Background: an optimization exercise with open tools, aiming at small area and a short achievable clock period. Do not read the settings as production practice.
Function was checked by simulation only, so behaviour that the tests miss may differ from the original.
Power is estimated from default activity; no workload was simulated.

// timer_top
module timer_top(
input        sys_clk    ,
input        sys_rst_n  ,
input        tim_psel   ,
input        tim_pwrite ,
input        tim_penable,
input [11:0] tim_paddr  ,
input [31:0] tim_pwdata ,
input [3:0]  tim_pstrb  ,
input        dbg_mode   ,
output       tim_int    ,
output [31:0] tim_prdata,
output       tim_pready ,
output       tim_pslverr
);
wire [31:0] wd = tim_pwdata;
wire [3:0]  ps = tim_pstrb;
reg pen_q;
always @(posedge sys_clk or negedge sys_rst_n)
    if (!sys_rst_n) pen_q <= 1'b0;
    else            pen_q <= tim_penable;
assign tim_pready = tim_penable & pen_q;
wire wr = tim_psel & tim_penable & tim_pwrite;
wire a_ok = (tim_paddr[11:5] == 7'd0) & (tim_paddr[1:0] == 2'd0);
wire [2:0] a_idx = tim_paddr[4:2];
wire s_tcr   = a_ok & (a_idx == 3'd0);
wire s_tdr0  = a_ok & (a_idx == 3'd1);
wire s_tdr1  = a_ok & (a_idx == 3'd2);
wire s_tcmp0 = a_ok & (a_idx == 3'd3);
wire s_tcmp1 = a_ok & (a_idx == 3'd4);
wire s_tier  = a_ok & (a_idx == 3'd5);
wire s_tisr  = a_ok & (a_idx == 3'd6);
wire s_thcsr = a_ok & (a_idx == 3'd7);
reg r_tcr, r_tdr0, r_tdr1, r_tcmp0, r_tcmp1, r_tier, r_tisr, r_thcsr;
always @(posedge sys_clk) begin
    r_tcr   <= s_tcr;
    r_tdr0  <= s_tdr0;
    r_tdr1  <= s_tdr1;
    r_tcmp0 <= s_tcmp0;
    r_tcmp1 <= s_tcmp1;
    r_tier  <= s_tier;
    r_tisr  <= s_tisr;
    r_thcsr <= s_thcsr;
end
reg       timer_en, div_en;
  ...
export LEC_CHECK = 0
export CAP_MARGIN = 20
export CORE_MARGIN = 2
export CORE_UTILIZATION = 65
export SETUP_SLACK_MARGIN = 2.3
export SLEW_MARGIN = 20
create_clock -name core_clock -period 5.0 [get_ports {sys_clk}]
standard.sh (not shown) runs the stock make flow with config.mk's settings and CLKGATE_MAP_FILE= SYNTH_SCRIPT=/design/flow/synth_recipe.tcl, a recipe that flattens the netlist after the stock synthesis.
==> flow/flow/run.sh <==
#!/bin/bash
# The standard layout, except that buffer_ports gives each port a
# sky130_fd_sc_hd__buf_1 (repair_timing resizes it where timing needs more)
# instead of the delay cell it picks by itself, and the clock tree is built
# from clkbuf_8 without dummy loads.
set -euo pipefail
cd "$(dirname "$0")/.."
export BUFFER_PORTS_ARGS="-buffer_cell sky130_fd_sc_hd__buf_1"
export CTS_ARGS="-sink_clustering_enable -repair_clock_nets -buf_list sky130_fd_sc_hd__clkbuf_8 -dont_use_dummy_load"
bash standard.sh "BUFFER_PORTS_ARGS=$BUFFER_PORTS_ARGS" "CTS_ARGS=$CTS_ARGS" finish > make_finish.log 2>&1
Rerun with:
==> flow/flow/run.sh (replaced) <==
#!/bin/bash
# The standard layout, except that buffer_ports gives each port a
# sky130_fd_sc_hd__buf_1 (repair_timing resizes it where timing needs more)
# instead of the delay cell it picks by itself.
set -euo pipefail
cd "$(dirname "$0")/.."
export BUFFER_PORTS_ARGS="-buffer_cell sky130_fd_sc_hd__buf_1"
bash standard.sh "BUFFER_PORTS_ARGS=$BUFFER_PORTS_ARGS" finish > make_finish.log 2>&1
--- a/flow/config.mk
+++ b/flow/config.mk
@@ -8,5 +8,5 @@
 export CAP_MARGIN = 20
 export CORE_MARGIN = 2
-export CORE_UTILIZATION = 65
-export SETUP_SLACK_MARGIN = 2.3
+export CORE_UTILIZATION = 40
+export SETUP_SLACK_MARGIN = 2.6
 export SLEW_MARGIN = 20
Non-clock buffer count goes up by 73.
Total power climbs by 35%.
Cell count rises by 17%.
Rerun with:
==> flow/flow/run.sh (replaced) <==
#!/bin/bash
# The standard layout, except that buffer_ports gives each port a
# sky130_fd_sc_hd__buf_1 (repair_timing resizes it where timing needs more)
# instead of the delay cell it picks by itself, and the clock tree is built
# from clkbuf_8 without dummy loads.
set -euo pipefail
cd "$(dirname "$0")/.."
export BUFFER_PORTS_ARGS="-buffer_cell sky130_fd_sc_hd__buf_1"
export CTS_ARGS="-sink_clustering_enable -repair_clock_nets -buf_list sky130_fd_sc_hd__clkbuf_8 -dont_use_dummy_load"
bash standard.sh "BUFFER_PORTS_ARGS=$BUFFER_PORTS_ARGS" "CTS_ARGS=$CTS_ARGS" finish > make_finish.log 2>&1
--- a/flow/config.mk
+++ b/flow/config.mk
@@ -9,4 +9,4 @@
 export CORE_MARGIN = 2
 export CORE_UTILIZATION = 40
-export SETUP_SLACK_MARGIN = 2.6
+export SETUP_SLACK_MARGIN = 2.3
 export SLEW_MARGIN = 20
Effect:
- global-route usage goes down by 3.4 points
- synthesized cell count does not change
- worst setup slack is worse by 0.11 ns
- die area stays the same
- sequential power is about the same
- count of clock-buffer cells in the layout goes down by 4
Rerun with:
--- a/flow/config.mk
+++ b/flow/config.mk
@@ -9,4 +9,4 @@
 export CORE_MARGIN = 2
 export CORE_UTILIZATION = 40
-export SETUP_SLACK_MARGIN = 2.3
+export SETUP_SLACK_MARGIN = 2.0
 export SLEW_MARGIN = 20
Result:
- fmax is lower by 9.5%
- register-to-register slack got worse by 0.17 ns
- via count is lower by 2.0%
- worst setup slack got worse by 0.28 ns
- core utilization is lower by 1.5 points
- synthesized cell count does not change
- area after synthesis is unchanged
- clock power is lower by about 0.5%
- hold slack is about the same
- total power is lower by 0.35%
- clock-buffer cell count does not change


timer_top, a different RTL version from the one above (not shown whole).
For scale: roughly 150 flip-flops, ~89 I/O pins, roughly 8900 µm² of cells after synthesis.
==> flow/config.mk <==
export PLATFORM = sky130hd
export DESIGN_NAME = timer_top
export DESIGN_NICKNAME = timer_top
export VERILOG_FILES = /design/flow/design.v
export SDC_FILE = /design/flow/constraint.sdc
export NUM_CORES = 4
export LEC_CHECK = 0
export CAP_MARGIN = 20
export CORE_MARGIN = 2
export CORE_UTILIZATION = 40
export SETUP_SLACK_MARGIN = 2.6
export SLEW_MARGIN = 20
==> flow/constraint.sdc <==
create_clock -name core_clock -period 5.0 [get_ports {sys_clk}]
set_input_delay 1.0000 -clock core_clock [delete_from_list [all_inputs] [get_ports {sys_clk}]]
set_output_delay 1.0000 -clock core_clock [all_outputs]
set_load 0.01 [all_outputs]
run.sh (not shown) runs the stock make flow with config.mk's settings and CLKGATE_MAP_FILE= SYNTH_SCRIPT=/design/flow/synth_recipe.tcl, a recipe that flattens the netlist after the stock synthesis.
Stock flow here: none of the scripts above is used.
Then changed:
Settings changed: SETUP_SLACK_MARGIN 2.6 to unset.
Outcome:
- The new run finished with timing, DRC and antenna clean
- power is lower by 1.2%
- core utilization is lower by 7.1 points
- design area is lower by 13%
- maximum frequency is lower by 30%
- register-to-register slack degrades by 0.80 ns
- worst setup slack degrades by 1.3 ns
- cell count is lower by 8.1%
- flip-flop and latch count does not change


## rev 12
The RTL this note starts from:
==> flow/design.v <==
module timer_top(
input        sys_clk    ,
input        sys_rst_n  ,
input        tim_psel   ,
input        tim_pwrite ,
input        tim_penable,
input [11:0] tim_paddr  ,
input [31:0] tim_pwdata ,
input [3:0]  tim_pstrb  ,
input        dbg_mode   ,
output       tim_int    ,
output [31:0] tim_prdata,
output       tim_pready ,
output       tim_pslverr
);
wire [31:0] wd = tim_pwdata;
wire [3:0]  ps = tim_pstrb;
genvar gi;
reg pen_q;
always @(posedge sys_clk or negedge sys_rst_n)
    if (!sys_rst_n) pen_q <= 1'b0;
    else            pen_q <= tim_penable;
assign tim_pready = tim_penable & pen_q;
wire wr = tim_psel & tim_penable & tim_pwrite;
wire a_ok = (tim_paddr[11:5] == 7'd0) & (tim_paddr[1:0] == 2'd0);
wire [2:0] a_idx = tim_paddr[4:2];
reg r_tcr, r_tdr0, r_tdr1, r_tcmp0, r_tcmp1, r_tier, r_tisr, r_thcsr;
always @(posedge sys_clk) begin
    r_tcr   <= a_ok & (a_idx == 3'd0);
    r_tdr0  <= a_ok & (a_idx == 3'd1);
    r_tdr1  <= a_ok & (a_idx == 3'd2);
    r_tcmp0 <= a_ok & (a_idx == 3'd3);
    r_tcmp1 <= a_ok & (a_idx == 3'd4);
    r_tier  <= a_ok & (a_idx == 3'd5);
    r_tisr  <= a_ok & (a_idx == 3'd6);
    r_thcsr <= a_ok & (a_idx == 3'd7);
end
wire s_tcr   = r_tcr;
wire s_tdr0  = r_tdr0;
wire s_tdr1  = r_tdr1;
wire s_tcmp0 = r_tcmp0;
wire s_tcmp1 = r_tcmp1;
wire s_tier  = r_tier;
wire s_tisr  = r_tisr;
wire s_thcsr = r_thcsr;
reg       timer_en, div_en;
reg [3:0] div_val;
wire w_tcr = wr & s_tcr;
wire err_c = timer_en ? ((ps[0] & (wd[1] != div_en)) |
                         (ps[1] & (wd[11:8] != div_val)))
                      : (ps[1] & wd[11] & (wd[10] | wd[9] | wd[8]));
wire tcr_ok = w_tcr & ~err_c;
wire tcr_l0 = tcr_ok & ps[0];
wire tcr_l1 = tcr_ok & ps[1];
wire clr    = tcr_l0 & timer_en & ~wd[0];
wire       timer_en_d = tcr_l0 ? wd[0]    : timer_en;
wire       div_en_d   = tcr_l0 ? wd[1]    : div_en;
wire [3:0] div_val_d  = tcr_l1 ? wd[11:8] : div_val;
always @(posedge sys_clk or negedge sys_rst_n)
    if (!sys_rst_n) begin
        timer_en <= 1'b0;
        div_en   <= 1'b0;
        div_val  <= 4'd1;
    end else begin
        timer_en <= timer_en_d;
        div_en   <= div_en_d;
        div_val  <= div_val_d;
    end
reg err_q;
always @(posedge sys_clk)
    err_q <= w_tcr & err_c;
assign tim_pslverr = err_q;
reg halt_req, halt_ack;
wire halt = halt_req & dbg_mode;
always @(posedge sys_clk or negedge sys_rst_n)
    if (!sys_rst_n) begin
        halt_req <= 1'b0;
        halt_ack <= 1'b0;
    end else begin
        if (wr & s_thcsr & ps[0]) halt_req <= wd[0];
        halt_ack <= halt;
    end
reg [7:0] pre;
reg       go;
wire [7:0] mask;
generate for (gi = 0; gi < 8; gi = gi + 1) begin : g_mask
    assign mask[gi] = div_val > gi;
end endgenerate
wire [7:0] pre_d = !(timer_en & div_en) ? 8'd0 :
                   halt                 ? pre  : pre + 8'd1;
wire go_d = timer_en ? timer_en_d & (~div_en | &(pre_d | ~mask))
                     : timer_en_d & (~div_en_d | (div_val_d == 4'd0));
always @(posedge sys_clk or negedge sys_rst_n)
    if (!sys_rst_n) begin
        pre <= 8'd0;
        go  <= 1'b0;
    end else begin
        pre <= pre_d;
        go  <= go_d;
    end
wire cnt_en = go & ~halt;
reg  [63:0] cnt;
wire ld_lo = wr & s_tdr0;
wire ld_hi = wr & s_tdr1;
wire en_lo = cnt_en & ~ld_lo;
wire en_hi = cnt_en & ~ld_hi;
wire [3:0]  bl_lo = ({4{ld_lo}} & ps) | {4{clr}};
wire [3:0]  bl_hi = ({4{ld_hi}} & ps) | {4{clr}};
wire [31:0] wdx   = wd & {32{~clr}};
wire [64:0] pf;
assign pf[0] = 1'b1;
generate for (gi = 1; gi <= 64; gi = gi + 1) begin : g_pf
    assign pf[gi] = &cnt[gi-1:0];
end endgenerate
wire [63:0] cnt_d;
generate for (gi = 0; gi < 64; gi = gi + 1) begin : g_cnt
    wire bl = (gi < 32) ? bl_lo[(gi % 32) / 8] : bl_hi[(gi % 32) / 8];
    wire en = (gi < 32) ? en_lo : en_hi;
    assign cnt_d[gi] = bl ? wdx[gi % 32] : cnt[gi] ^ (en & pf[gi]);
end endgenerate
always @(posedge sys_clk or negedge sys_rst_n)
    if (!sys_rst_n) cnt <= 64'd0;
    else            cnt <= cnt_d;
reg [31:0] tcmp0, tcmp1;
generate for (gi = 0; gi < 4; gi = gi + 1) begin : g_tcmp
    always @(posedge sys_clk or negedge sys_rst_n)
        if (!sys_rst_n) begin
            tcmp0[gi*8 +: 8] <= 8'hff;
            tcmp1[gi*8 +: 8] <= 8'hff;
        end else begin
            if (wr & s_tcmp0 & ps[gi]) tcmp0[gi*8 +: 8] <= wd[gi*8 +: 8];
            if (wr & s_tcmp1 & ps[gi]) tcmp1[gi*8 +: 8] <= wd[gi*8 +: 8];
        end
end endgenerate
reg int_en, int_st;
wire match = (cnt == {tcmp1, tcmp0});
always @(posedge sys_clk or negedge sys_rst_n)
    if (!sys_rst_n) begin
        int_en <= 1'b0;
        int_st <= 1'b0;
    end else begin
        if (wr & s_tier & ps[0]) int_en <= wd[0];
        if (wr & s_tisr & ps[0] & wd[0] & int_st) int_st <= 1'b0;
        else if (match)                           int_st <= 1'b1;
    end
assign tim_int = int_en & int_st;
assign tim_prdata = ({32{r_tdr0}}  & cnt[31:0])  |
                    ({32{r_tdr1}}  & cnt[63:32]) |
                    ({32{r_tcmp0}} & tcmp0)      |
                    ({32{r_tcmp1}} & tcmp1)      |
                    ({32{r_tcr}}   & {20'd0, div_val, 6'd0, div_en, timer_en}) |
                    ({32{r_tier}}  & {31'd0, int_en}) |
                    ({32{r_tisr}}  & {31'd0, int_st}) |
                    ({32{r_thcsr}} & {30'd0, halt_ack, halt_req});
endmodule
Settings: LEC_CHECK=0, CAP_MARGIN=20, CORE_MARGIN=2, CORE_UTILIZATION=40, SETUP_SLACK_MARGIN=2.6, SLEW_MARGIN=20; clock period 5.0 ns.
standard.sh (not shown) runs the stock make flow with config.mk's settings and CLKGATE_MAP_FILE= SYNTH_SCRIPT=/design/flow/synth_recipe.tcl, a recipe that flattens the netlist after the stock synthesis.
==> flow/flow/run.sh <==
#!/bin/bash
# The standard layout (standard.sh), with these changes:
# - buffer_ports gives each port a sky130_fd_sc_hd__buf_1 (repair_timing
#   resizes it where timing needs more) instead of the delay cell it picks
#   by itself;
# - the clock tree is built from clkbuf_8 without dummy loads;
# - the wide OR/NOR cells (or3*, or4*, nor4*) and a222oi_1, a2111oi*,
#   o2111ai* are added to the platform's don't-use list, so that synthesis
#   and repair build faster logic from smaller gates. The registers are the
#   same as in the standard synthesis.
set -euo pipefail
cd "$(dirname "$0")/.."
LIB="$FLOW_HOME/platforms/sky130hd/lib/sky130_fd_sc_hd__tt_025C_1v80.lib"
PLATFORM_DONT_USE=$(sed -n '/DONT_USE_CELLS/,/^#/p' "$FLOW_HOME/platforms/sky130hd/config.mk" | grep -o 'sky130_fd_sc_hd__[a-z0-9_]*' | tr '\n' ' ')
EXTRA_DONT_USE=$(grep -o 'cell ("sky130_fd_sc_hd__\(or4\|nor4\|or3\|a222oi\|a2111oi\|o2111ai\)[a-z0-9_]*' "$LIB" | sed 's/cell ("//' | tr '\n' ' ')
export DONT_USE_CELLS="$PLATFORM_DONT_USE $EXTRA_DONT_USE"
export BUFFER_PORTS_ARGS="-buffer_cell sky130_fd_sc_hd__buf_1"
export CTS_ARGS="-sink_clustering_enable -repair_clock_nets -buf_list sky130_fd_sc_hd__clkbuf_8 -dont_use_dummy_load"
echo "DONT_USE_CELLS=$DONT_USE_CELLS" > dont_use.log
bash standard.sh "DONT_USE_CELLS=$DONT_USE_CELLS" "BUFFER_PORTS_ARGS=$BUFFER_PORTS_ARGS" "CTS_ARGS=$CTS_ARGS" finish > make_finish.log 2>&1
Per the final summary, rev 12 finished and its layout is clean on timing, DRC and antenna.
Input-level comparison between rev 13 and rev 12:
# rev 12
export LEC_CHECK = 0
export CAP_MARGIN = 20
export CORE_MARGIN = 2
export CORE_UTILIZATION = 40
export SETUP_SLACK_MARGIN = 2.6
export SLEW_MARGIN = 20
create_clock -name core_clock -period 5.0 [get_ports {sys_clk}]
# rev 13
export LEC_CHECK = 0
export CAP_MARGIN = 20
export CORE_MARGIN = 2
export CORE_UTILIZATION = 40
export SETUP_SLACK_MARGIN = 2.4
export SLEW_MARGIN = 20
create_clock -name core_clock -period 5.0 [get_ports {sys_clk}]
==> flow/flow/run.sh <==
#!/bin/bash
# The standard layout, except that buffer_ports gives each port a
# sky130_fd_sc_hd__buf_1 (repair_timing resizes it where timing needs more)
# instead of the delay cell it picks by itself, and the clock tree is built
# from clkbuf_8 without dummy loads.
set -euo pipefail
cd "$(dirname "$0")/.."
export BUFFER_PORTS_ARGS="-buffer_cell sky130_fd_sc_hd__buf_1"
export CTS_ARGS="-sink_clustering_enable -repair_clock_nets -buf_list sky130_fd_sc_hd__clkbuf_8 -dont_use_dummy_load"
bash standard.sh "BUFFER_PORTS_ARGS=$BUFFER_PORTS_ARGS" "CTS_ARGS=$CTS_ARGS" finish > make_finish.log 2>&1
Findings:
Of rev 12 and rev 13, the higher number of antenna violations at the first check in global routing belongs to rev 12. A worst setup path startpoint of r_tdr0 is what rev 12 shows, while div_val[3] belongs to rev 13. The capturing element of the worst setup path comes out tim_prdata[11] in one run and tim_prdata[4] in the other, namely in rev 13 and rev 12 respectively. Rev 13 -> rev 12: area occupied by registers flat. Relative to rev 12, netlist area before placement has decreased by 120 um^2 in rev 13. Compared with rev 12, rev 13 is the less power-hungry design.

[re-timing with driven ports]
In the flow no input, the clock included, has a driving cell. The finished layouts below were timed again as built, in two steps.
Step 1 assumes that a clkbuf_16 drives the clock port and a buf_2 every other input.
Step 2 moves the port delays by t, midway between the first and last clock arrival at a register: inputs arrive t later, outputs are due t later. That takes back most of the time a late clock gives input paths.
Slacks: ideal / step 1 / step 2; pairs: ideal / step 1.
| run | shift t [ns] | setup slack, ns | worst register clock-pin slew, ns | worst data-port slew with drivers (ns) |
|---|---|---|---|---|
| the first run of note 1 | 0.494 | 2.293 / 2.306 / 1.817 | 0.09 / 0.09 | 0.04 |
| the second run of note 1 | 0.476 | 2.445 / 2.399 / 2.125 | 0.07 / 0.07 | 0.06 |
| the third run of note 1 | 0.497 | 2.334 / 2.301 / 1.854 | 0.11 / 0.11 | 0.07 |
| the fourth run of note 1 | 0.493 | 2.053 / 2.005 / 1.630 | 0.09 / 0.09 | 0.05 |
| the first run of note 2 | 0.482 | 1.907 / 1.857 / 2.061 | 0.07 / 0.07 | 0.04 |
| the second run of note 2 | 0.479 | 0.595 / 0.551 / 1.030 | 0.07 / 0.07 | 0.04 |
| rev 12 | 0.518 | 2.451 / 2.406 / 2.202 | 0.11 / 0.11 | 0.07 |
| rev 13 | 0.492 | 2.449 / 2.405 / 2.009 | 0.09 / 0.09 | 0.09 |
After both steps every run listed still meets setup and hold. For the third run of note 1, which loses most, drivers alone change the setup slack by -0.033 ns; drivers and shift together by -0.480 ns.
